What follows belongs to an exercise in optimizing a design on an open flow for small area; a production flow would make more cautious choices.
Only simulation tests tie the RTL to the original design; equivalence was not proved.
Power and IR drop assume default switching activity.

--- flow/design.v ---
module DFF_pos (D, CLK, Q);
input [31:0]D;
input CLK;
output reg [31:0] Q;
always @(posedge CLK)
     Q <= D; 
endmodule 
module RF_32 (Ra,Rb,Add,CLK,D,RD_en,WR_en,Qa,Qb);
input [4:0] Ra, Rb, Add;
input [31:0]  D;
input RD_en,CLK,WR_en;
output [31:0]  Qa,Qb;
wire [31:0] q_reg [31:0];
reg [1023:0] d_reg;   
genvar i;
    generate
        for (i = 0; i < 32; i = i + 1) begin : Instantiation 
                DFF_pos dff_inst (
                .D(d_reg[32*i +: 32]),  
                .CLK(CLK),
                .Q(q_reg[i])
            );
        end
    endgenerate
always @(posedge CLK)
begin		  
		  if (WR_en == 1'b1)
		     d_reg[32*Add +: 32]<= D;
		  else 
		  begin
		  end
end 
    assign Qa = (RD_en == 1'b1) ? q_reg[Ra] : 32'b0;
    assign Qb = (RD_en == 1'b1) ? q_reg[Rb] : 32'b0;
endmodule 
--- flow/run.sh ---
#!/bin/bash
# synth_recipe.tcl (not shown) runs the flow's synth.tcl, then flattens the netlist and writes it again
# the make line also repeats each setting of config.mk as NAME=value (left out here)
make -C /OpenROAD-flow-scripts/flow DESIGN_CONFIG=/design/flow/config.mk WORK_HOME=/design/flow/orfs CLKGATE_MAP_FILE= SYNTH_SCRIPT=/design/flow/synth_recipe.tcl finish
--- flow/config.mk ---
export PLATFORM = sky130hd
export DESIGN_NAME = RF_32
export DESIGN_NICKNAME = RF_32
export VERILOG_FILES = /design/flow/design.v
export SDC_FILE = /design/flow/constraint.sdc
export NUM_CORES = 4
export LEC_CHECK = 0
export CAP_MARGIN = 20
export CORE_MARGIN = 2
export CORE_UTILIZATION = 45
export SLEW_MARGIN = 20
--- flow/constraint.sdc ---
create_clock -name core_clock -period 10.0 [get_ports {CLK}]
set_input_delay 2.0000 -clock core_clock [delete_from_list [all_inputs] [get_ports {CLK}]]
set_output_delay 2.0000 -clock core_clock [all_outputs]
set_load 0.01 [all_outputs]
==> impl_results.md, run 1 <==
- Number of synthesized flops with an enable pin: 1,024
- Post_cts resized: 0
- Via density: 6.99
- Remaining antenna violation count after routing: 0
- Leakage Power: 32.2 nW
- Drt first pass iters: 10
- Global Route Usage Sum: 0.374
- Fill count: roughly 15,000
- Post-synth top area cell: edfxtp_1
- CTS tree: yes
- Cell area after placement: 0.0835 mm2
- Slowest stage delay, CP: 0.67 ns
- Synth Warn #: 2
- Slowest-stage cell, CP: clkdlybuf4s50_1
- Drt total wl: roughly 350,000 um
- Status: finished clean
- Post-route setup TNS: 0 ns
- Asr flop ratio synth: 0
- Max H-tree Level: 4
- Syn Std Cell Area: 0.0796 mm2
- Starting DRT DRC Count: 12,568
- Fin. Hold Viols: 0
- Worst skew pair latency: 0.90 ns
- Net Count, Synth: 6,023
- Fin Clk Skew: 0.0558 ns
- DP HPWL: 213,000 um
- Cell Chain, Critical Path: buf_2, buf_4, nor2b_4, buf_12, and2_1, buf_4, a22oi_1, and4_1, a31oi_1, clkdlybuf4s50_1
- Startpoint types: primary input
- First-pass GRT wire length: 465,000 um
- Post-CTS Hold Buffers: 0
- GPL Wtd Cong: a little over 1
- # nets final: around 6,000
- Top FF cell, synth: edfxtp_1
- Register area: 0.0512 mm2
- Tcrit/Tclk final: 0.824
- Worst Hold Class: reg2reg
- Number of CTS-inserted buffers: 207
- Share of cells above drive strength 1: 0.278
- Vias: 59,351
- Max Clk Rate: 121 MHz
- Vias in the first global route: 54,813
- Rows: around 150
- DRC violations left: 0
- Die Height: 425 um
- Yosys top cell area share: 0.386
- Synthesis-to-layout area growth: 14.0%
- Core box area: roughly 0.18 mm2
- IO Pins: about 110
- Drt wl/cell: 40.8 um
- Multi-input logic area: 0.0266 mm2
- Syn Area/Cell: 13.3 um2
- Synth area leaders: edfxtp_1 39%, dfxtp_1 26%, mux2_2 14%, nand3_1 5.5%, a22oi_1 2.9%
- Die width: 425 um
- Post-CTS Setup Inserts: 0
- Port Buffers: 113
- Worst EP arrival: 6.24 ns
- Overall power: 19.3 mW
- Cell mode on critical path: buf_4
- Overflow left after global routing: 0
- Reg clk slew, reported paths: 0.07 ns
- Max VDD drop: around 0.18 mV
- RSZ-0062 raised after global routing: false
- CP max FO: ~130
- Unique cell type count in the Yosys netlist: 70
- Relative slew slack: 0.0409
- Max_cap viols: 0
- DIE AREA: between 0.15 and 0.2 mm2
- Pin count of the biggest net entering global routing: 165
- Post-synthesis sequential area ratio: 0.644
- Synth cell count leaders: 1,024 x dfxtp_1, 1,024 x edfxtp_1, 1,016 x mux2_2, 871 x nand3_1, 307 x a22oi_1
- Finished Cell Area: 0.0907 mm2
- Clock tree sinks: 2,048
- Reg2reg path depth: 1
- Min Tclk post-route: 8.24 ns
- Antenna violations before repair: 32
- Worst Max-Slew Pin Slew: 1.44 ns
- CP endpoint kind: output port
- Classification of the worst setup path: in2out
- Number of synthesized register bits: 2,048
- Clock tree buffer depth: 3
- CTS Root Cell: clkbuf_16
- WHS Path Cells: 0
- Critical path required time: 8.00 ns
- PwrDens: about 210 mW/mm2
- Final setup vio count: 0
- Worst hold slack: 0.323 ns
- Starting density of the core: 0.452
- Max Slew Vio Count: 0
- Cells after synthesis: 5,971
## layout by cell type, fill, tap and decap left out, types with 16 or more instances in the layout
cell type,instances
a2111oi_0,53
a21oi_1,21
a222oi_1,23
a22o_1,60
a22oi_1,307
a31oi_1,61
and3_1,201
and4_1,55
buf_12,16
buf_2,37
buf_4,182
bufinv_16,19
clkbuf_1,50
clkbuf_16,210
clkbuf_8,36
clkdlybuf4s50_1,75
clkinv_2,31
dfxtp_1,1024
edfxtp_1,1024
mux2_2,1016
nand3_1,869
nand4_1,226
nor2_1,20
nor2_2,26
nor2_4,43
nor3_1,30
nor4_1,52
o21ai_0,80
## routing by layer
| metal | global-route usage | up-vias | share of wire |
|---|---|---|---|
| met4 | 0.230 | 30 | 0.077 |
| met2 | 0.522 | 5389 | 0.40 |
| met3 | 0.132 | 1500 | 0.14 |
| li1 | - | 23021 | - |
| met1 | 0.496 | 29411 | 0.37 |
| met5 | 0 | - | 0.00061 |
## critical path: cells and delay by family
kind	cells	cell delay, ns
buffers and inverters	5	2.06
AOI/OAI and AO/OA	2	0.81
and+or+nand+nor	3	0.71
## where the power goes
group          leakage, nW  internal (mW)  switching (mW)  total (mW)
clock network         3.49           4.66            3.48        8.14
logic                 10.1          0.463           0.875        1.34
registers             18.7           9.42           0.391        9.81
## kinds of logic after synthesis
family / count (synthesis) / synth area share
flip-flops: 2048 / 0.644
AND/OR/NAND/NOR: 1655 / 0.116
multiplexers: 1038 / 0.147
AO/OA/AOI/OAI: 679 / 0.0636
buffers and inverters: 548 / 0.0295
adder cells (fa/ha/maj): 2 / 0.000314
XOR/XNOR: 1 / 0.000110
## stage by stage
stage	setup slack, ns	util	cells
after floorplan	4.40	-	5971
after global placement	2.04	0.475	8081
after detailed placement	1.98	0.475	8085
after CTS	1.97	0.516	8480
after global routing	1.92	0.515	8486
final	1.76	0.516	8492
## final cells by class
cell class / instances / area share
antenna: 11 / 0.000304
inverter: 11 / 0.000455
clock inverter: 99 / 0.0139
tap: 2340 / 0.0323
multi-input combinational: 3375 / 0.293
sequential: 2048 / 0.565
timing repair buffer: 312 / 0.0292
clock buffer: 296 / 0.0655
## path summary, 6_finish.rpt
| path | startpoint | end | slack, ns |
|---|---|---|---|
| worst max-delay path | Rb[3] | Qb[21] | 1.76 |
| worst min-delay path | d_reg[62] | Instantiation[1].dff_inst.Q[30] | 0.32 |
| worst max register to register | d_reg[986] | d_reg[986] | 9.06 |
| worst min register to register | d_reg[62] | Instantiation[1].dff_inst.Q[30] | 0.32 |
==> run 2, diff against run 1 <==
==> flow/design.v (replaced) <==
module DFF_pos (D, CLK, Q);
input [31:0]D;
input CLK;
output reg [31:0] Q;
always @(posedge CLK)
     Q <= D; 
endmodule 
module RF_32 (Ra,Rb,Add,CLK,D,RD_en,WR_en,Qa,Qb);
input [4:0] Ra, Rb, Add;
input [31:0]  D;
input RD_en,CLK,WR_en;
output [31:0]  Qa,Qb;
reg  [31:0] w_d;
reg  [4:0]  w_add;
reg         w_en;
always @(posedge CLK)
begin
    w_d   <= D;
    w_add <= Add;
    w_en  <= WR_en;
end
reg [1023:0] q_reg;
wire [31:0] w_sel = w_en ? (32'b1 << w_add) : 32'b0;
genvar i, b;
generate
    for (i = 0; i < 32; i = i + 1) begin : regs
        always @(posedge CLK)
            if (w_sel[i])
                q_reg[32*i +: 32] <= w_d;
    end
endgenerate
wire [31:0] sel_a = RD_en ? (32'b1 << Ra) : 32'b0;
wire [31:0] sel_b = RD_en ? (32'b1 << Rb) : 32'b0;
generate
    for (b = 0; b < 32; b = b + 1) begin : rd
        wire [31:0] col;
        for (i = 0; i < 32; i = i + 1) begin : c
            assign col[i] = q_reg[32*i + b];
        end
        RD_bit rda (.sel(sel_a), .col(col), .q(Qa[b]));
        RD_bit rdb (.sel(sel_b), .col(col), .q(Qb[b]));
    end
endgenerate
endmodule
module RD_bit (sel, col, q);
input [31:0] sel, col;
output q;
wire [10:0] g_n;
genvar k;
generate
    for (k = 0; k < 10; k = k + 1) begin : g
        AOI3 aoi (.s(sel[3*k +: 3]), .d(col[3*k +: 3]), .y(g_n[k]));
    end
endgenerate
assign g_n[10] = ~((sel[30] & col[30]) | (sel[31] & col[31]));
assign q = ~&g_n;
endmodule
module AOI3 (s, d, y);
input [2:0] s, d;
output y;
assign y = ~((s[0] & d[0]) | (s[1] & d[1]) | (s[2] & d[2]));
endmodule
--- a/flow/config.mk
+++ b/flow/config.mk
@@ -9,3 +9,4 @@
 export CORE_MARGIN = 2
 export CORE_UTILIZATION = 45
 export SLEW_MARGIN = 20
+export SYNTH_HIERARCHICAL = 1
==> run 2 against run 1 <==
  * Combinational power down about 70%
  * Clock-buffer cell count down 153
  * First-iteration DRC count down 35%
  * Sequential power down 49%
  * Non-clock buffer count down 111
  * Setup slack better by 0.23 ns
  * Synthesized cell count down 64%
  * Final area down 46%
  * Area after synthesis down 49%
  * Die area down 48%
==> impl_results.md, run 2 <==
- Startpoint types: primary input
- Post-synth top area cell: edfxtp_1
- Yosys top cell area share: 0.751 (+0.365)
- Worst Setup SP: RD_en
- CP endpoint kind: output port
- Synth Warn #: 7 (+5)
- Reg2reg path depth: 3 (+2)
- Remaining antenna violation count after routing: 0 (unchanged)
- Die Height: 306 um (-28%)
- Clock tree buffer depth: 3 (unchanged)
- Max Slew Vio Count: 0 (unchanged)
- PwrDens: 193 mW/mm2 (-9.3%)
- Post-route setup TNS: 0 ns (unchanged)
- R2r startpoint: w_en
- Most frequent cells in the layout: 1,024 x edfxtp_1, 640 x a222oi_1, 131 x nand4_1, 113 x clkdlybuf4s50_1, 111 x clkbuf_16
- Drt wl/cell: 39.1 um (-4.2%)
- Pin count of the biggest net entering global routing: 33 (-80%)
- Max FFs per register: 1,024
- Net Count, Synth: 2,214 (-63%)
- First-pass GRT wire length: 204,000 um (-56%)
- GPL Wtd Cong: 0.927 (-8.9%)
- Synth area leaders: edfxtp_1 75%, a222oi_1 16%, nand4_1 2.0%, dfxtp_1 1.9%, or4_4 1.8%
- Syn Area/Cell: 18.9 um2 (+42%)
- Port Buffers: 113 (unchanged)
- Drt total wl: 146,000 um (-58%)
- Number of synthesized register bits: 1,062 (-48%)
- CTS Root Cell: clkbuf_16
- DIE AREA: 0.0934 mm2 (-48%)
- Asr flop ratio synth: 0 (unchanged)
- Max Clk Rate: 125 MHz (+2.9%)
- Max_cap viols: 0 (unchanged)
- Critical Path End: Qb[29]
- Synthesis-to-layout area growth: 19.1%
- Tcrit/Tclk final: 0.801 (-0.0233)
- Critical path required time: 8.00 ns (about the same)
- Drt first pass iters: 11 (+1)
- Max VDD drop: 0.161 mV (-9.5%)
- Flop2flop setup slack: 7.60 ns (-1.46 ns)
- Post_cts resized: 0 (unchanged)
- Number of CTS-inserted buffers: 109 (-47%)
- RSZ-0062 raised after global routing: false
- Fin. Hold Viols: 0 (unchanged)
- Most common cell after layout, fill and taps aside: edfxtp_1
- Relative slew slack: 0.172 (+0.131)
- Synth cell count leaders: 1,024 x edfxtp_1, 640 x a222oi_1, 131 x nand4_1, 96 x nor2_1, 67 x nand2_1
- Top FF cell, synth: edfxtp_1
- Leakage Power: 15.0 nW (-54%)
- CP max FO: 22 (-83%)
- Cells after synthesis: 2,164 (-64%)
- Final setup vio count: 0 (unchanged)
- Clock tree sinks: 1,062 (-48%)
- Fin Clk Skew: 0.0272 ns (-0.0286 ns)
- Post-synthesis sequential area ratio: 0.770 (+0.125)
- Share of cells above drive strength 1: 0.169 (-0.110)
- # nets final: 2,516 (-58%)
- Classification of the worst setup path: in2out
- Reg clk slew, reported paths: 0.06 ns (about the same)
- Antenna violations before repair: 3 (-91%)
- Number of synthesized flops with an enable pin: 1,024 (unchanged)
- Starting density of the core: 0.454 (+0.00189)
- Via density: 7.77 (+11%)
- Max H-tree Level: 3 (-1)
- Unique cell type count in the Yosys netlist: 15 (-79%)
- DP HPWL: 83,700 um (-61%)
- Syn Std Cell Area: 0.0409 mm2 (-49%)
- Vias in the first global route: 27,979 (-49%)
- Worst skew pair latency: 0.67 ns (-0.23 ns)
- Cell area after placement: 0.0450 mm2 (-46%)
- Overflow left after global routing: 0 (unchanged)
- Finished Cell Area: 0.0488 mm2 (-46%)
- Post-CTS Setup Inserts: 0 (unchanged)
- Post-CTS Hold Buffers: 0 (unchanged)
- Vias: 29,007 (-51%)
- Count leader, synth: edfxtp_1
- Starting DRT DRC Count: 8,145 (-35%)
- Worst Max-Slew Pin Slew: 1.24 ns (-0.200 ns)
- Worst flop-to-flop path endpoint: q_reg[96]
- IO Pins: 114 (unchanged)
- DRC violations left: 0 (unchanged)
- CTS tree: yes
- Min Tclk post-route: 8.01 ns (-0.233 ns)
- Worst EP arrival: 6.01 ns (-0.23 ns)
- Die width: 306 um (-28%)
- Core box area: 0.0901 mm2 (-49%)
- Status: finished clean
- Rows: 110 (-29%)
- Global Route Usage Sum: 0.303 (-0.0709)
- Worst Hold Class: reg2reg
## run 2: worst min-delay path by stage
stage / startpoint / to / cells past startpoint
after CTS: w_d[26] / q_reg[410] / 1
after floorplan: w_d[0] / q_reg[0] / 0
final: w_d[21] / q_reg[245] / 0
after detailed placement: w_d[5] / q_reg[261] / 1
after global placement: w_d[5] / q_reg[197] / 1
after global routing: w_d[24] / q_reg[696] / 0
## run 2: cell families after synthesis
logic type / after synthesis / synth area share
flip-flops: 1062 / 0.770
AND/OR/NAND/NOR: 388 / 0.0593
buffers and inverters: 10 / 0.000947
AO/OA/AOI/OAI: 704 / 0.170
## run 2: metrics by stage
stage / instances / setup slack [ns] / total power, mW / hold WS, ns / util
final: 3734 / 1.99 / 9.41 / 0.743 / 0.541
after global routing: 3733 / 2.03 / 9.63 / 0.774 / 0.541
after CTS: 3724 / 2.11 / 9.43 / 0.755 / 0.538
after detailed placement: 3522 / 2.12 / 5.50 / 0.747 / 0.499
after global placement: 3508 / 2.14 / 5.49 / 0.742 / 0.496
after floorplan: 2164 / 3.95 / 5.24 / 0.720 / -
## run 2: layer usage
metal	global-route usage	vias up	wire, um
met1	0.413	14478	50900
li1	-	11389	-
met4	0.160	6	8420
met2	0.459	2741	65300
met3	0.0661	393	21300
met5	0	-	39
## run 2: power by group
group | total, mW | switching [mW] | internal, mW
logic | 0.401 | 0.236 | 0.165
registers | 5.02 | 0.0847 | 4.94
clock network | 3.98 | 1.68 | 2.31
total | 9.41 | 2.00 | 7.41
## run 2: worst max-delay path, stage by stage
cell and delay (ns):
clkdlybuf4s50_1 0.83, nand4b_1 0.66, nor2_4 0.95, buf_4 0.39, a222oi_1 0.14, nand4_1 0.25
or4_4 0.21, clkdlybuf4s50_1 0.56
## run 2: final cells by class
cell class,instances,area [um2]
repair buffers,201,2180
fillers,6978,41400
well taps,1176,1470
clock buffers,143,2970
diodes,1,2.50
clock inverters,59,504
multi-input cells,1092,10100
flip-flops and latches,1062,31500
## run 2: per-module statistics from Yosys (local to each module, per instance)
module | cell area, um2 | copies in the design | flip-flops and latches
AOI3 | 10.0 | 640 | 0
RD_bit | 36.3 | 64 | 0
RF_32 | 32200 | 1 | 1062
==> run 3, diff against run 2 <==
--- a/flow/design.v
+++ b/flow/design.v
@@ -45,18 +45,31 @@
 module RD_bit (sel, col, q);
 input [31:0] sel, col;
 output q;
-wire [10:0] g_n;
+wire [9:0]  g_n;
+wire [2:0]  p;
 genvar k;
 generate
     for (k = 0; k < 10; k = k + 1) begin : g
         AOI3 aoi (.s(sel[3*k +: 3]), .d(col[3*k +: 3]), .y(g_n[k]));
     end
 endgenerate
-assign g_n[10] = ~((sel[30] & col[30]) | (sel[31] & col[31]));
-assign q = ~&g_n;
+NAND4 n0 (.a(g_n[3:0]), .y(p[0]));
+NAND4 n1 (.a(g_n[7:4]), .y(p[1]));
+TAIL n2 (.g(g_n[9:8]), .s(sel[31:30]), .d(col[31:30]), .y(p[2]));
+assign q = |p;
 endmodule
 module AOI3 (s, d, y);
 input [2:0] s, d;
 output y;
 assign y = ~((s[0] & d[0]) | (s[1] & d[1]) | (s[2] & d[2]));
 endmodule
+module TAIL (g, s, d, y);
+input [1:0] g, s, d;
+output y;
+assign y = ~(g[0] & g[1] & ~((s[0] & d[0]) | (s[1] & d[1])));
+endmodule
+module NAND4 (a, y);
+input [3:0] a;
+output y;
+assign y = ~&a;
+endmodule
==> flow/flow/run.sh (new file) <==
#!/bin/bash
# Standard ORFS layout (the standard.sh, unchanged synthesis), with two changes:
# the port buffers use the smallest buffer cell, and clock tree synthesis uses
# clkbuf_4 cluster buffers without dummy balancing loads.
set -euo pipefail
bash standard.sh \
  "BUFFER_PORTS_ARGS=-buffer_cell sky130_fd_sc_hd__buf_1" \
  "CTS_ARGS=-sink_clustering_enable -repair_clock_nets -dont_use_dummy_load -buf_list sky130_fd_sc_hd__clkbuf_4 -sink_clustering_size 8 -sink_clustering_max_diameter 40" \
  finish > standard_make.log 2>&1
==> flow/standard.sh (new file) <==
#!/bin/bash
# synth_recipe.tcl (not shown) runs the flow's synth.tcl, then flattens the netlist and writes it again
# the make line also repeats each setting of config.mk as NAME=value (left out here)
make -C /OpenROAD-flow-scripts/flow DESIGN_CONFIG=/design/flow/config.mk WORK_HOME=/design/flow/orfs CLKGATE_MAP_FILE= SYNTH_SCRIPT=/design/flow/synth_recipe.tcl "${@:-finish}"
--- a/flow/config.mk
+++ b/flow/config.mk
@@ -7,6 +7,6 @@
 export LEC_CHECK = 0
 export CAP_MARGIN = 20
 export CORE_MARGIN = 2
-export CORE_UTILIZATION = 45
+export CORE_UTILIZATION = 70
 export SLEW_MARGIN = 20
 export SYNTH_HIERARCHICAL = 1
removed: flow/run.sh
==> run 3 against run 2 <==
  * Clock skew increased by 0.070 ns
  * Clock power decreased by 48%
  * Critical endpoint is now Qb[23]
  * Largest power group unchanged
  * Final area decreased by 8.4%
  * Combinational power decreased by 26%
  * Global-route usage increased by 19 points
  * Largest cell class unchanged
  * Non-clock buffer count decreased by 6
  * Highest routed layer unchanged
==> impl_results.md, run 3 <==
- Worst hold slack: 0.745 ns (+0.00254 ns)
- Worst Max-Slew Pin Slew: 1.28 ns (+0.0386 ns)
- Vias: 30,572 (+5.4%)
- Overflow left after global routing: 0 (unchanged)
- Rows: 88 (-20%)
- Max_cap viols: 0 (unchanged)
- Fill count: 3,213 (-54%)
- Port Buffers: 113 (unchanged)
- Classification of the worst setup path: in2out
- Post-CTS Hold Buffers: 0 (unchanged)
- Unique cell type count in the Yosys netlist: 16 (+1)
- Core box area: 0.0576 mm2 (-36%)
- Most frequent cells in the layout: 1,024 x edfxtp_1, 640 x a222oi_1, 155 x clkbuf_4, 131 x nand4_1, 113 x buf_1
- Max FFs per register: 1,024 (unchanged)
- Clock tree buffer depth: 3 (unchanged)
- GPL Wtd Cong: 0.937 (+1.1%)
- Post-CTS Setup Inserts: 0 (unchanged)
- Fin Clk Skew: 0.0969 ns (+0.0697 ns)
- Number of synthesized register bits: 1,062 (unchanged)
- Max Clk Rate: 135 MHz (+8.2%)
- Worst Hold Class: reg2reg
- DIE AREA: 0.0600 mm2 (-36%)
- Yosys top cell area share: 0.757 (+0.00592)
- DRC violations left: 0 (unchanged)
- Final setup vio count: 0 (unchanged)
- Starting DRT DRC Count: 9,419 (+16%)
- Vias in the first global route: 30,051 (+7.4%)
- Max VDD drop: 0.166 mV (+3.5%)
- DP HPWL: 77,500 um (-7.4%)
- Worst EP arrival: 5.40 ns (-0.61 ns)
- IO Pins: 114 (unchanged)
- Min Tclk post-route: 7.40 ns (-0.607 ns)
- Global Route Usage Sum: 0.489 (+0.186)
- Drt total wl: 146,000 um (+0.32%)
- Post-synth top area cell: edfxtp_1
- Leakage Power: 13.4 nW (-11%)
- Worst skew pair latency: 1.07 ns (+0.40 ns)
- CTS Root Cell: clkbuf_4
- Relative slew slack: 0.146 (-0.0258)
- Pin count of the biggest net entering global routing: 33 (unchanged)
- Net Count, Synth: 2,214 (unchanged)
- First-pass GRT wire length: 204,000 um (+0.24%)
- # nets final: 2,556 (+1.6%)
- Status: finished clean
- Die Height: 245 um (-20%)
- Remaining antenna violation count after routing: 0 (unchanged)
- Antenna violations before repair: 6 (+3)
- Count leader, synth: edfxtp_1
- Clock tree sinks: 1,062 (unchanged)
- PwrDens: 165 mW/mm2 (-14%)
- CP max FO: 18 (-18%)
- Synth Warn #: 7 (unchanged)
- Synth area leaders: edfxtp_1 76%, a222oi_1 16%, nand4_1 2.0%, dfxtp_1 1.9%, a22oi_1 1.2%
- RSZ-0062 raised after global routing: false
- Synthesis-to-layout area growth: 9.95%
- Max H-tree Level: 4 (+1)
- Via density: 9.33 (+20%)
- Overall power: 7.38 mW (-21%)
- Drt wl/cell: 44.7 um (+14%)
- Top FF cell, synth: edfxtp_1
- Starting density of the core: 0.705 (+0.251)
- Post-route setup TNS: 0 ns (unchanged)
- Fin. Hold Viols: 0 (unchanged)
- Share of cells above drive strength 1: 0.137 (-0.0320)
- Reg clk slew, reported paths: 0.09 ns (+0.03 ns)
- Die width: 245 um (-20%)
- CP endpoint kind: output port
- Number of synthesized flops with an enable pin: 1,024 (unchanged)
- Post-synthesis sequential area ratio: 0.776 (+0.00607)
- Tcrit/Tclk final: 0.740 (-0.0607)
- CTS tree: yes
- Startpoint types: primary input
- Max Slew Vio Count: 0 (unchanged)
- Syn Area/Cell: 18.8 um2 (-0.78%)
- Asr flop ratio synth: 0 (unchanged)
- Cells after synthesis: 2,164 (unchanged)
- Most common cell after layout, fill and taps aside: edfxtp_1
- Syn Std Cell Area: 0.0406 mm2 (-0.78%)
- Number of CTS-inserted buffers: 155 (+42%)
- Post_cts resized: 0 (unchanged)
- Synth cell count leaders: 1,024 x edfxtp_1, 640 x a222oi_1, 131 x nand4_1, 96 x nor2_1
- Critical path required time: 8.00 ns (about the same)
- Drt first pass iters: 20 (+9)
## run 3: cell types whose count changed in the layout (fill, tap and decap cells not counted), moves of 111 or more
cell	before	now
buf_1	0	113
clkbuf_16	111	0
clkdlybuf4s50_1	113	0
clkbuf_4	0	155
## run 3: worst max-delay path, stage by stage
cell	delay (ns)
buf_1	0.55
nand4bb_1	0.54
nor2_4	0.79
buf_4	0.55
a222oi_1	0.21
nand4_1	0.28
or3_1	0.23
buf_1	0.18
## run 3: where the power goes
group          switching (mW)  internal [mW]
clock network            1.36          0.712
logic                   0.213         0.0839
registers              0.0866           4.93
## run 3: layer usage
layer | vias to the layer above | GRT usage | routed length, um
met5 | - | 0.00245 | 31
met4 | 4 | 0.326 | 11000
met3 | 813 | 0.221 | 29400
met2 | 3866 | 0.705 | 64000
met1 | 14461 | 0.599 | 42100
li1 | 11428 | - | -
## run 3: worst paths after layout
path / start / end / slack [ns] / depth (start not counted)
hold reg to reg: w_d[1] / q_reg[897] / 0.75 / 0
setup / recovery: RD_en / Qb[23] / 2.60 / 8
hold / removal: w_d[1] / q_reg[897] / 0.75 / 0
setup reg to reg: w_add[0] / q_reg[868] / 7.41 / 3
## run 3: kinds of logic (layout without fill, tap and decap cells)
family | count (synthesis) | count (layout) | share of synthesized area
simple gates | 388 | 388 | 0.0539
buf+inv | 10 | 350 | 0.000955
flops | 1062 | 1062 | 0.776
compound gates | 704 | 704 | 0.170
other cells | 0 | 9 | 0
## run 3: layout make-up
type	count	area [um2]	area share
multi-input cells	1092	9800	0.219
clock buffers	155	1160	0.0261
well taps	765	957	0.0214
flip-flops and latches	1062	31500	0.706
repair buffers	195	1210	0.0271
diodes	9	22.5	0.000504
## run 3: metrics by stage
step | util | setup WS (ns) | cells | area, um2
after detailed placement | 0.753 | 3.00 | 3109 | 43300
after global routing | 0.775 | 2.57 | 3272 | 44700
after global placement | 0.751 | 3.07 | 3105 | 43200
final | 0.776 | 2.60 | 3278 | 44700
after floorplan | - | 3.91 | 2164 | 40600
after CTS | 0.773 | 2.98 | 3264 | 44500
## run 3: modules after synthesis (local to each module, per instance)
module	flip-flops and latches	cells inside	times used
RD_bit	0	1	64
NAND4	0	1	128
AOI3	0	1	640
RF_32	1062	1204	1
TAIL	0	2	64
==> run 4, diff against run 3 <==
==> flow/flow/run.sh (replaced) <==
#!/bin/bash
# Standard ORFS layout (the standard.sh, unchanged synthesis), with these changes:
# - the port buffers use the smallest buffer cell (buf_1);
# - after the placement repair, gates that were upsized but drive only a buffer
#   are returned to their smallest size (flow/fix.tcl);
# - clock tree synthesis uses small clkbuf_4 cluster buffers, without dummy loads.
# All tool output goes to the ORFS logs under orfs/logs and to standard_make.log.
set -euo pipefail
bash standard.sh \
  "BUFFER_PORTS_ARGS=-buffer_cell sky130_fd_sc_hd__buf_1" \
  "POST_RESIZE_TCL=$PWD/flow/fix.tcl" \
  "CTS_ARGS=-sink_clustering_enable -repair_clock_nets -dont_use_dummy_load -buf_list sky130_fd_sc_hd__clkbuf_4 -sink_clustering_size 8 -sink_clustering_max_diameter 40" \
  finish > standard_make.log 2>&1
==> flow/flow/fix.tcl (new file) <==
# Area recovery after placement repair: a logic gate that was upsized but now
# drives only a single buffer goes back to its smallest size, and oversized
# buffers go down to buf_4. repair_design then fixes any slew this causes.
proc my_fix_sizes {} {
  set block [ord::get_db_block]
  set nd 0
  set nb 0
  foreach inst [$block getInsts] {
    set m [[$inst getMaster] getName]
    if {[regexp {^(sky130_fd_sc_hd__(nor|nand|and|or|a2|o2|a3|o3|inv|mux)[a-z0-9_]*)_([248])$} $m -> base]} {
      if {[string match *buf* $m]} { continue }
      foreach it [$inst getITerms] {
        if {![$it isOutputSignal]} { continue }
        set net [$it getNet]
        if {$net eq "NULL"} { continue }
        set sinks 0
        set allbuf 1
        foreach t [$net getITerms] {
          if {[$t isInputSignal]} {
            incr sinks
            if {![string match *__buf_* [[[$t getInst] getMaster] getName]]} { set allbuf 0 }
          }
        }
        if {[llength [$net getBTerms]] > 0} { set allbuf 0 }
        if {$sinks == 1 && $allbuf} {
          replace_cell [$inst getName] ${base}_1
          incr nd
        }
      }
    } elseif {[regexp {^sky130_fd_sc_hd__buf_(6|8|12|16)$} $m]} {
      replace_cell [$inst getName] sky130_fd_sc_hd__buf_4
      incr nb
    }
  }
  puts "my_fix_sizes: downsized $nd gates driving one buffer, $nb large buffers"
}

my_fix_sizes
==> run 4 against run 3 <==
  * Sequential share of layout area up 0.81 points
  * Maximum frequency increased by 1.4%
  * Worst hold slack improved by 0.023 ns
  * Clock skew decreased by 0.019 ns
  * Core utilization is 0.88 points lower
  * Total power is 0.20% higher
  * Non-clock buffer count is 1 lower
  * Global-route usage is 0.052 points higher
  * Critical path type unchanged
  * Critical endpoint unchanged
==> impl_results.md, run 4 <==
- Status: finished clean
- Antenna violations before repair: 13 (+7)
- Classification of the worst setup path: in2out
- Syn Std Cell Area: 0.0406 mm2 (unchanged)
- Syn Area/Cell: 18.8 um2 (unchanged)
- Final setup vio count: 0 (unchanged)
- Remaining antenna violation count after routing: 0 (unchanged)
- Rows: 88 (unchanged)
- Synth cell count leaders: 1,024 x edfxtp_1, 640 x a222oi_1, 131 x nand4_1, 96 x nor2_1
- Cell area after placement: 0.0428 mm2 (-1.2%)
- Clock tree sinks: 1,062 (unchanged)
- Fill count: 3,285 (+2.2%)
- Leakage Power: 13.3 nW (-0.24%)
- WP buf/inv: 3 (unchanged)
- Post-synthesis sequential area ratio: 0.776 (unchanged)
- Fin util: 0.767 (-0.00878)
- Worst EP arrival: 5.30 ns (-0.10 ns)
- Slowest-stage cell, CP: nor2_4
- CTS tree: yes
- PwrDens: 168 mW/mm2 (+1.3%)
- Slowest stage delay, CP: 0.79 ns (about the same)
- Internal: 5.73 mW (about the same)
- Post-CTS Hold Buffers: 0 (unchanged)
- Asr flop ratio synth: 0 (unchanged)
- Share of cells above drive strength 1: 0.114 (-0.0228)
- Worst flop-to-flop path endpoint: q_reg[669]
- Post_cts resized: 0 (unchanged)
- Max Clk Rate: 137 MHz (+1.4%)
- Placed insts: 3,109 (unchanged)
- Via density: 9.35 (+0.25%)
- DIE AREA: 0.0600 mm2 (unchanged)
- Critical path depth: 8 (unchanged)
- Count leader, synth: edfxtp_1
- Finished Cell Area: 0.0442 mm2 (-1.1%)
- Top FF cell, synth: edfxtp_1
- Max Slew Vio Count: 0 (unchanged)
- Cell mode on critical path: buf_1
- Fin. Hold Viols: 0 (unchanged)
- DRC violations left: 0 (unchanged)
- Max VDD drop: 0.134 mV (-19%)
- Hold path start: w_d[3]
- Clock network power share: 0.283 (+0.003)
- Switching share of power: 0.226 (+0.00131)
- Relative slew slack: 0.135 (-0.0115)
- GPL Wtd Cong: 0.937 (unchanged)
- Max_cap viols: 0 (unchanged)
- Final cell count without fillers: 3,284 (+0.18%)
- Vias in the first global route: 29,814 (-0.79%)
- Switching power: 1.67 mW (+0.78%)
- Seq pwr share: 0.678 (about the same)
- Flop2flop setup slack: 7.67 ns (+0.26 ns)
- Net Count, Synth: 2,214 (unchanged)
- Unique cell type count in the Yosys netlist: 16 (unchanged)
- Critical Path End: Qb[23]
- R2r startpoint: w_en
- Post-synth top area cell: edfxtp_1
- CP endpoint kind: output port
- Overflow left after global routing: 0 (unchanged)
- Starting DRT DRC Count: 8,993 (-4.5%)
- Startpoint types: primary input
- Number of synthesized flops with an enable pin: 1,024 (unchanged)
- Reg2reg path depth: 3 (unchanged)
- # nets final: 2,556 (unchanged)
- Worst Hold Class: reg2reg
- Synthesis-to-layout area growth: 8.71%
- Worst hold slack: 0.768 ns (+0.0227 ns)
- Global Route Usage Sum: 0.489 (+0.000521)
- Worst Max-Slew Pin Slew: 1.29 ns (+0.0172 ns)
- Post-CTS Setup Inserts: 0 (unchanged)
- First-pass GRT wire length: 204,000 um (about the same)
- Cells after synthesis: 2,164 (unchanged)
- Tcrit/Tclk final: 0.730 (-0.0102)
- Most common cell after layout, fill and taps aside: edfxtp_1
- Number of synthesized register bits: 1,062 (unchanged)
- RSZ-0062 raised after global routing: false
- CP top delay family: simple AND/OR/NAND/NOR gates
- Number of CTS-inserted buffers: 156 (+0.65%)
- Worst skew pair latency: 1.14 ns (+0.07 ns)
- Core box area: 0.0576 mm2 (unchanged)
- Cell Chain, Critical Path: buf_1, nand4b_1, nor2_4, buf_4, a222oi_1, nand4_1, or3_1, buf_1
- Synth area leaders: edfxtp_1 76%, a222oi_1 16%, nand4_1 2.0%, dfxtp_1 1.9%, a22oi_1 1.2%
- CTS Root Cell: clkbuf_4
- Drt total wl: 147,000 um (+0.29%)
- Logic pwr share: 0.039 (about the same)
- Clock tree buffer depth: 3 (unchanged)
- DP HPWL: 77,200 um (-0.36%)
- IO Pins: 114 (unchanged)
- Pin count of the biggest net entering global routing: 33 (unchanged)
- Post-route setup TNS: 0 ns (unchanged)
- Min Tclk post-route: 7.30 ns (-0.102 ns)
- Synth Warn #: 7 (unchanged)
- Die Height: 245 um (unchanged)
- Yosys top cell area share: 0.757 (unchanged)
- Fin Clk Skew: 0.0778 ns (-0.0191 ns)
- Worst Setup SP: RD_en
- Starting density of the core: 0.705 (unchanged)
- Die width: 245 um (unchanged)
- CP max FO: 18 (unchanged)
- Critical path required time: 8.00 ns (about the same)
- Most frequent cells in the layout: 1,024 x edfxtp_1, 640 x a222oi_1, 156 x clkbuf_4, 131 x nand4_1, 113 x buf_1
- Drt wl/cell: 44.7 um (+0.10%)
- Reg clk slew, reported paths: 0.08 ns (about the same)
- Port Buffers: 113 (unchanged)
- Max FFs per register: 1,024 (unchanged)
- Vias: 30,706 (+0.44%)
- Drt first pass iters: 17 (-15%)
- Max H-tree Level: 4 (unchanged)
[run 4: cell types whose count changed in the layout (fill, tap and decap cells not counted), sizes merged]
| cell | previous run | this run |
|---|---|---|
| clkbuf | 155 | 156 |
| diode | 9 | 15 |
| buf | 195 | 194 |
[run 4: worst min path at each step]
stage	cells after the start	slack (ns)	end
2_1_floorplan	0	0.72	q_reg[0]
3_3_place_gp	0	0.85	q_reg[454]
3_5_place_dp	0	0.89	q_reg[390]
4_1_cts	0	0.88	q_reg[485]
5_1_grt	0	0.77	q_reg[803]
6_report	0	0.77	q_reg[803]
[run 4: layout make-up]
class,count,area (um2),share of cell area
sequential,1062,31500,0.714
tap,765,957,0.0217
timing repair buffer,194,1110,0.0252
clock buffer,156,1170,0.0265
multi-input combinational,1092,9370,0.212
antenna,15,37.5,0.000850
[run 4: kinds of logic (layout without fill, tap and decap cells)]
group           after synthesis  in the layout  synth area share
flops                      1062           1062             0.776
compound gates              704            704             0.170
simple gates                388            388            0.0539
buf+inv                      10            350          0.000955
other cells                   0             15                 0
[run 4: worst register-to-register path, stage by stage (launching register included)]
cell and delay (ns):
dfxtp_1 0.47, nand4bb_1 0.28, nor2_4 0.68, buf_4 0.50
[run 4: per-module statistics from Yosys, one instance, submodules excluded]
module,flops+latches,times used
RF_32,1062,1
TAIL,0,64
AOI3,0,640
NAND4,0,128
RD_bit,0,64
[run 4: power groups by stage]
stage	clock, mW	sequential, mW	combinational [mW]
detailed placement	0	5.11	0.265
floorplan	0	5.08	0.131
finish	2.10	5.02	0.285
global placement	0	5.10	0.272
global route	2.25	5.03	0.285
CTS	2.07	5.01	0.266
[run 4: metal layers]
| layer | part of all wire | vias up | GRT usage |
|---|---|---|---|
| met5 | 0.00068 | - | 0.00327 |
| met4 | 0.080 | 14 | 0.336 |
| met3 | 0.20 | 865 | 0.220 |
| met2 | 0.43 | 3958 | 0.701 |
| met1 | 0.29 | 14450 | 0.600 |
| li1 | - | 11419 | - |
[run 4: stage by stage]
step | setup WS [ns] | power [mW]
after floorplan | 3.91 | 5.21
after global placement | 3.07 | 5.38
after detailed placement | 3.01 | 5.38
after CTS | 3.00 | 7.35
after global routing | 2.80 | 7.56
final | 2.70 | 7.40
==> run 5, diff against run 4 <==
--- a/flow/config.mk
+++ b/flow/config.mk
@@ -7,6 +7,6 @@
 export LEC_CHECK = 0
 export CAP_MARGIN = 20
 export CORE_MARGIN = 2
-export CORE_UTILIZATION = 70
+export CORE_UTILIZATION = 80
 export SLEW_MARGIN = 20
 export SYNTH_HIERARCHICAL = 1
==> run 5 against run 4 <==
  * Global-route usage rose by 7.4 points
  * Sequential power barely moved
  * Critical path type unchanged
  * Synthesized cell count did not move
  * Critical path depth did not move
  * Combinational power rose by 3%
  * Clock-buffer cell count fell by 3
  * Largest cell class unchanged
==> impl_results.md, run 5 <==
- Status: finished clean
- Max VDD drop: 0.158 mV (+17%)
- Hold path start: w_d[25]
- Rows: 82 (-6.8%)
- Unique cell type count in the Yosys netlist: 16 (unchanged)
- DIE AREA: 0.0526 mm2 (-12%)
- Worst Hold Class: reg2reg
- RSZ-0062 raised after global routing: false
- Share of cells above drive strength 1: 0.118 (+0.00378)
- Tcrit/Tclk final: 0.761 (+0.0306)
- IO Pins: 114 (unchanged)
- Leakage Power: 13.4 nW (about the same)
- Min Tclk post-route: 7.61 ns (+0.306 ns)
- Starting DRT DRC Count: 11,660 (+30%)
- Max Slew Vio Count: 0 (unchanged)
- Top FF cell, synth: edfxtp_1
- Overall power: 7.39 mW (-0.11%)
- Post-route setup TNS: 0 ns (unchanged)
- Drt wl/cell: 46.3 um (+3.4%)
- Vias: 32,092 (+4.5%)
- Fin Clk Skew: 0.0849 ns (+0.00716 ns)
- Syn Area/Cell: 18.8 um2 (unchanged)
- Worst Setup SP: RD_en
- Synth area leaders: edfxtp_1 76%, a222oi_1 16%, nand4_1 2.0%, dfxtp_1 1.9%, a22oi_1 1.2%
- Worst setup margin: 2.39 ns (-0.306 ns)
- Worst hold slack: 0.756 ns (-0.0117 ns)
- DRC violations left: 0 (unchanged)
- Via density: 10.1 (+7.6%)
- Die Height: 229 um (-6.4%)
- Reg clk slew, reported paths: 0.10 ns (+0.02 ns)
- Global Route Usage Sum: 0.564 (+0.0742)
- Post-synthesis sequential area ratio: 0.776 (unchanged)
- Startpoint types: primary input
- Drt first pass iters: 22 (+5)
- CTS tree: yes
- Post-synth top area cell: edfxtp_1
- Max H-tree Level: 4 (unchanged)
- Worst EP arrival: 5.61 ns (+0.31 ns)
- Worst flop-to-flop path endpoint: q_reg[876]
- Net Count, Synth: 2,214 (unchanged)
- Cells after synthesis: 2,164 (unchanged)
- PwrDens: 167 mW/mm2 (-0.29%)
- Starting density of the core: 0.810 (+0.104)
- Flop2flop setup slack: 7.31 ns (-0.36 ns)
- Post-CTS Hold Buffers: 0 (unchanged)
- Antenna violations before repair: 16 (+3)
- CTS Root Cell: clkbuf_4
- Synth Warn #: 7 (unchanged)
- Overflow left after global routing: 0 (unchanged)
- Number of CTS-inserted buffers: 153 (-1.9%)
- Most frequent cells in the layout: 1,024 x edfxtp_1, 640 x a222oi_1, 153 x clkbuf_4, 131 x nand4_1, 113 x buf_1
- R2r startpoint: w_en
- Post_cts resized: 0 (unchanged)
- Max_cap viols: 0 (unchanged)
- Worst Max-Slew Pin Slew: 1.35 ns (+0.0521 ns)
- Pre-CTS setup slack: 2.95 ns (-0.0582 ns)
- Clock tree buffer depth: 3 (unchanged)
- Remaining antenna violation count after routing: 0 (unchanged)
- First-pass GRT wire length: 207,000 um (+1.3%)
- Clock tree sinks: 1,062 (unchanged)
- DP HPWL: 78,900 um (+2.3%)
- GPL Wtd Cong: 0.974 (+3.9%)
- # nets final: 2,552 (-0.16%)
- Critical Path End: Qb[15]
- Port Buffers: 113 (unchanged)
- Max FFs per register: 1,024 (unchanged)
- CP max FO: 18 (unchanged)
- Drt total wl: 148,000 um (+0.45%)
- Fin. Hold Viols: 0 (unchanged)
- Reg2reg path depth: 3 (unchanged)
- Fin util: 0.882 (+0.115)
- Asr flop ratio synth: 0 (unchanged)
- Yosys top cell area share: 0.757 (unchanged)
- Vias in the first global route: 31,676 (+6.2%)
- Critical path required time: 8.00 ns (about the same)
- Classification of the worst setup path: in2out
- Worst skew pair latency: 1.15 ns (about the same)
- Count leader, synth: edfxtp_1
- Relative slew slack: 0.0999 (-0.0348)
- Syn Std Cell Area: 0.0406 mm2 (unchanged)
- Post-CTS Setup Inserts: 0 (unchanged)
- Pin count of the biggest net entering global routing: 33 (unchanged)
- Number of synthesized flops with an enable pin: 1,024 (unchanged)
- Number of synthesized register bits: 1,062 (unchanged)
- Synth cell count leaders: 1,024 x edfxtp_1, 640 x a222oi_1, 131 x nand4_1, 96 x nor2_1
- Max Clk Rate: 131 MHz (-4.0%)
- Core box area: 0.0502 mm2 (-13%)
- Most common cell after layout, fill and taps aside: edfxtp_1
- Die width: 229 um (-6.4%)
- CP endpoint kind: output port
- Synthesis-to-layout area growth: 8.90%
- Final setup vio count: 0 (unchanged)
[run 5: cells by family after synthesis]
group / Yosys count / synth area share
compound gates: 704 / 0.170
flops: 1062 / 0.776
buf+inv: 10 / 0.000955
simple gates: 388 / 0.0539
[run 5: routing by layer]
layer,track usage,vias up,part of all wire
met2,0.775,4886,0.42
met3,0.311,1283,0.22
met1,0.667,14507,0.27
li1,-,11402,-
met4,0.425,14,0.097
met5,0.00735,-,0.0011
[run 5: how the worst min path moves through the flow]
stage | endpoint | cells past startpoint | slack [ns]
after floorplan | q_reg[0] | 0 | 0.72
after CTS | q_reg[287] | 2 | 0.88
after detailed placement | q_reg[618] | 0 | 0.89
final | q_reg[57] | 0 | 0.76
after global routing | q_reg[57] | 0 | 0.76
after global placement | q_reg[837] | 0 | 0.85
[run 5: modules after synthesis (local to each module, per instance)]
module,flip-flops and latches,copies in the design
AOI3,0,640
NAND4,0,128
RD_bit,0,64
TAIL,0,64
RF_32,1062,1
[run 5: where the power goes]
group / total [mW] / switching, mW / internal, mW
logic: 0.294 / 0.211 / 0.0826
clock network: 2.08 / 1.37 / 0.703
registers: 5.02 / 0.0894 / 4.93
total: 7.39 / 1.67 / 5.72
[run 5: area by class of cell]
type                    count  area [um2]
multi-input cells        1092        9490
repair buffers            193        1210
flip-flops and latches   1062       31500
well taps                 672         841
diodes                     17        42.5
clock buffers             153        1150
fillers                  2058        5930
[run 5: through the flow]
stage                     cells  instance area [um2]
after floorplan            2164                40600
after global placement     3006                43100
after detailed placement   3008                42800
after CTS                  3161                43900
after global routing       3179                44200
final                      3189                44200
[run 5: worst max-delay path, cell delays in order]
cell      delay [ns]
buf_1           0.49
nand4b_1        0.58
nor2_4          0.84
buf_4           0.58
a222oi_1        0.24
nand4_1         0.24
or3_1           0.40
buf_1           0.20
==> run 6, diff against run 5 <==
--- a/flow/flow/run.sh
+++ b/flow/flow/run.sh
@@ -9,5 +9,5 @@
 bash standard.sh \
   "BUFFER_PORTS_ARGS=-buffer_cell sky130_fd_sc_hd__buf_1" \
   "POST_RESIZE_TCL=$PWD/flow/fix.tcl" \
-  "CTS_ARGS=-sink_clustering_enable -repair_clock_nets -dont_use_dummy_load -buf_list sky130_fd_sc_hd__clkbuf_4 -sink_clustering_size 8 -sink_clustering_max_diameter 40" \
+  "CTS_ARGS=-sink_clustering_enable -repair_clock_nets -dont_use_dummy_load -buf_list sky130_fd_sc_hd__clkbuf_4 -sink_clustering_size 10 -sink_clustering_max_diameter 50" \
   finish > standard_make.log 2>&1
--- a/flow/config.mk
+++ b/flow/config.mk
@@ -7,6 +7,6 @@
 export LEC_CHECK = 0
 export CAP_MARGIN = 20
 export CORE_MARGIN = 2
-export CORE_UTILIZATION = 80
+export CORE_UTILIZATION = 70
 export SLEW_MARGIN = 20
 export SYNTH_HIERARCHICAL = 1
==> run 6 against run 5 <==
  * Routed wire length fell by 1.1%
  * Via count fell by 5.4%
  * Global-route usage fell by 7.9 points
  * Core utilization fell by 12 points
  * Register-to-register slack improved by 0.32 ns
  * Combinational power fell by 3%
  * Final area fell by 0.87%
  * Final cell count rose by 1.6%
  * Area after synthesis did not move
  * Sequential power barely moved
  * Critical path type unchanged
  * Largest power group unchanged
  * Highest routed layer unchanged
==> impl_results.md, run 6 <==
- GPL Wtd Cong: 0.937 (-3.8%)
- Min Tclk post-route: 7.28 ns (-0.329 ns)
- Post_cts resized: 0 (unchanged)
- Max Slew Vio Count: 0 (unchanged)
- Pre-CTS setup slack: 3.01 ns (+0.0582 ns)
- Cell mode on critical path: buf_1
- Post-synthesis sequential area ratio: 0.776 (unchanged)
- Post-CTS Setup Inserts: 0 (unchanged)
- Asr flop ratio synth: 0 (unchanged)
- Die width: 245 um (+6.8%)
- Vias: 30,352 (-5.4%)
- Critical path required time: 8.00 ns (about the same)
- Number of synthesized flops with an enable pin: 1,024 (unchanged)
- Reg clk slew, reported paths: 0.11 ns (about the same)
- Worst skew pair latency: 1.01 ns (-0.14 ns)
- Startpoint types: primary input
- Die Height: 245 um (+6.8%)
- Worst Hold Class: reg2reg
- Antenna violations before repair: 12 (-4)
- Drt total wl: 146,000 um (-1.1%)
- Slowest stage delay, CP: 0.80 ns (-0.04 ns)
- First-pass GRT wire length: 203,000 um (-1.8%)
- Max_cap viols: 0 (unchanged)
- Post-CTS Hold Buffers: 0 (unchanged)
- Max VDD drop: 0.129 mV (-18%)
- R2r startpoint: w_en
- WP buf/inv: 3 (unchanged)
- Port Buffers: 113 (unchanged)
- Syn Area/Cell: 18.8 um2 (unchanged)
- RSZ-0062 raised after global routing: false
- Leakage Power: 13.2 nW (-1.4%)
- IO Pins: 114 (unchanged)
- Fin util: 0.762 (-0.120)
- Fin. Hold Viols: 0 (unchanged)
- Starting DRT DRC Count: 9,517 (-18%)
- Final setup vio count: 0 (unchanged)
- Vias in the first global route: 29,538 (-6.7%)
- Synth Warn #: 7 (unchanged)
- # nets final: 2,517 (-1.4%)
- Status: finished clean
- Core box area: 0.0576 mm2 (+15%)
- Clock tree sinks: 1,062 (unchanged)
- Worst Setup SP: RD_en
- Worst setup margin: 2.72 ns (+0.329 ns)
- DP HPWL: 77,200 um (-2.2%)
- Net Count, Synth: 2,214 (unchanged)
- Max H-tree Level: 3 (-1)
- Most common cell after layout, fill and taps aside: edfxtp_1
- DRC violations left: 0 (unchanged)
- Max FFs per register: 1,024 (unchanged)
- Post-synth top area cell: edfxtp_1
- Worst EP arrival: 5.28 ns (-0.33 ns)
- Clock tree buffer depth: 3 (unchanged)
- Unique cell type count in the Yosys netlist: 16 (unchanged)
- Finished Cell Area: 0.0439 mm2 (-0.87%)
- Synth area leaders: edfxtp_1 76%, a222oi_1 16%, nand4_1 2.0%, dfxtp_1 1.9%, a22oi_1 1.2%
- Synth cell count leaders: 1,024 x edfxtp_1, 640 x a222oi_1, 131 x nand4_1, 96 x nor2_1
- Worst Max-Slew Pin Slew: 1.26 ns (-0.0847 ns)
- Starting density of the core: 0.705 (-0.104)
- Yosys top cell area share: 0.757 (unchanged)
- Tcrit/Tclk final: 0.728 (-0.0329)
- CP endpoint kind: output port
- Overall power: 7.14 mW (-3.3%)
- Count leader, synth: edfxtp_1
- Classification of the worst setup path: in2out
- CP max FO: 18 (unchanged)
- Reg2reg path depth: 3 (unchanged)
- PwrDens: 163 mW/mm2 (-2.5%)
- Post-route setup TNS: 0 ns (unchanged)
- Drt first pass iters: 31 (+41%)
- Critical Path End: Qb[9]
- Flop2flop setup slack: 7.63 ns (+0.32 ns)
- Via density: 9.37 (-6.9%)
- Syn Std Cell Area: 0.0406 mm2 (unchanged)
- Critical path depth: 8 (unchanged)
- Fin Clk Skew: 0.0906 ns (+0.00565 ns)
- Remaining antenna violation count after routing: 0 (unchanged)
- Share of cells above drive strength 1: 0.100 (-0.0178)
- Number of CTS-inserted buffers: 117 (-24%)
- Pin count of the biggest net entering global routing: 33 (unchanged)
- Overflow left after global routing: 0 (unchanged)
- Most frequent cells in the layout: 1,024 x edfxtp_1, 640 x a222oi_1, 131 x nand4_1, 117 x clkbuf_4, 113 x buf_1
- Relative slew slack: 0.156 (+0.0566)
- CP top delay family: simple AND/OR/NAND/NOR gates
- Drt wl/cell: 45.0 um (-2.7%)
- Top FF cell, synth: edfxtp_1
- Rows: 88 (+7.3%)
- Number of synthesized register bits: 1,062 (unchanged)
- CTS tree: yes
- Global Route Usage Sum: 0.485 (-0.0788)
- Max Clk Rate: 137 MHz (+4.5%)
- Cell area after placement: 0.0428 mm2 (+0.13%)
- Slowest-stage cell, CP: nor2_4
- Cells after synthesis: 2,164 (unchanged)
- DIE AREA: 0.0600 mm2 (+14%)
- Cell Chain, Critical Path: buf_1, nand4bb_1, nor2_4, buf_4, a222oi_1, nand4_1, or3_1, buf_1
- Synthesis-to-layout area growth: 7.95%
- Worst flop-to-flop path endpoint: q_reg[883]
- CTS Root Cell: clkbuf_4
## run 6: final cells by class
cell class / instances / area [um2]
sequential: 1062 / 31500
fill: 3305 / 13700
multi-input combinational: 1092 / 9370
timing repair buffer: 194 / 1110
tap: 765 / 957
clock buffer: 117 / 878
antenna: 9 / 22.5
## run 6: report_power, final
group	internal, mW	leakage [nW]	switching (mW)
clock	0.533	0.538	1.31
combinational	0.0815	3.08	0.203
sequential	4.93	9.55	0.0863
## run 6: stage by stage
| stage | std cells | hold WS [ns] |
|---|---|---|
| CTS | 3226 | 0.897 |
| floorplan | 2164 | 0.720 |
| detailed placement | 3109 | 0.892 |
| global placement | 3105 | 0.855 |
| global route | 3235 | 0.762 |
| finish | 3239 | 0.780 |
## run 6: worst min-delay path by stage
stage                     cells past startpoint  slack (ns)    endpoint    start
final                                         0        0.78  q_reg[556]  w_d[12]
after global routing                          0        0.76  q_reg[195]   w_d[3]
after CTS                                     0        0.90  q_reg[966]   w_d[6]
after detailed placement                      0        0.89  q_reg[390]   w_d[6]
after global placement                        0        0.85  q_reg[454]   w_d[6]
after floorplan                               0        0.72    q_reg[0]   w_d[0]
## run 6: cell families after synthesis
logic type             synth area share
AO/OA/AOI/OAI                     0.170
AND/OR/NAND/NOR                  0.0539
buffers and inverters          0.000955
flip-flops                        0.776
## run 6: per-module statistics from Yosys (local to each module, per instance)
| module | area, um2 | flip-flops and latches | cells inside | copies in the design |
|---|---|---|---|---|
| AOI3 | 10.0 | 0 | 1 | 640 |
| NAND4 | 6.26 | 0 | 1 | 128 |
| RD_bit | 6.26 | 0 | 1 | 64 |
| RF_32 | 32200 | 1062 | 1204 | 1 |
| TAIL | 12.5 | 0 | 2 | 64 |
## run 6: metal layers
layer	vias to the layer above	track usage	routed length [um]
li1	11327	-	-
met1	14413	0.599	42600
met2	3758	0.701	63000
met3	850	0.203	28400
met4	4	0.334	11800
met5	-	0.00408	23

port drivers added, routing unchanged:
Ports are ideal in the flow. The routed layouts listed here were re-timed in OpenROAD.
Step 1 assumes that a clkbuf_16 drives the clock port and a buf_2 every other input.
Step 2 moves the port delays by t, midway between the first and last clock arrival at a register: inputs arrive t later, outputs are due t later. That takes back most of the time a late clock gives input paths.
Three values: no drivers, after step 1, after step 2; two values: the first two.
run | t (ns) | setup slack, ns | worst hold slack (ns) | slew at the worst register clock pin (ns)
run 1 | 0.972 | 1.756 / 1.630 / 1.630 | 0.323 / 0.323 / 0.323 | 0.07 / 0.07
run 2 | 0.729 | 1.989 / 1.846 / 1.846 | 0.743 / 0.743 / 0.743 | 0.06 / 0.06
run 3 | 1.074 | 2.596 / 2.572 / 2.572 | 0.745 / 0.745 / 0.745 | 0.10 / 0.10
run 4 | 1.165 | 2.699 / 2.675 / 2.675 | 0.768 / 0.768 / 0.768 | 0.11 / 0.11
run 5 | 1.165 | 2.393 / 2.361 / 2.361 | 0.756 / 0.756 / 0.756 | 0.10 / 0.10
run 6 | 1.022 | 2.722 / 2.698 / 2.698 | 0.780 / 0.780 / 0.780 | 0.12 / 0.12
After both steps every run listed still meets setup and hold. For run 2, which loses most, drivers alone change the setup slack by -0.143 ns; drivers and shift together by -0.143 ns.
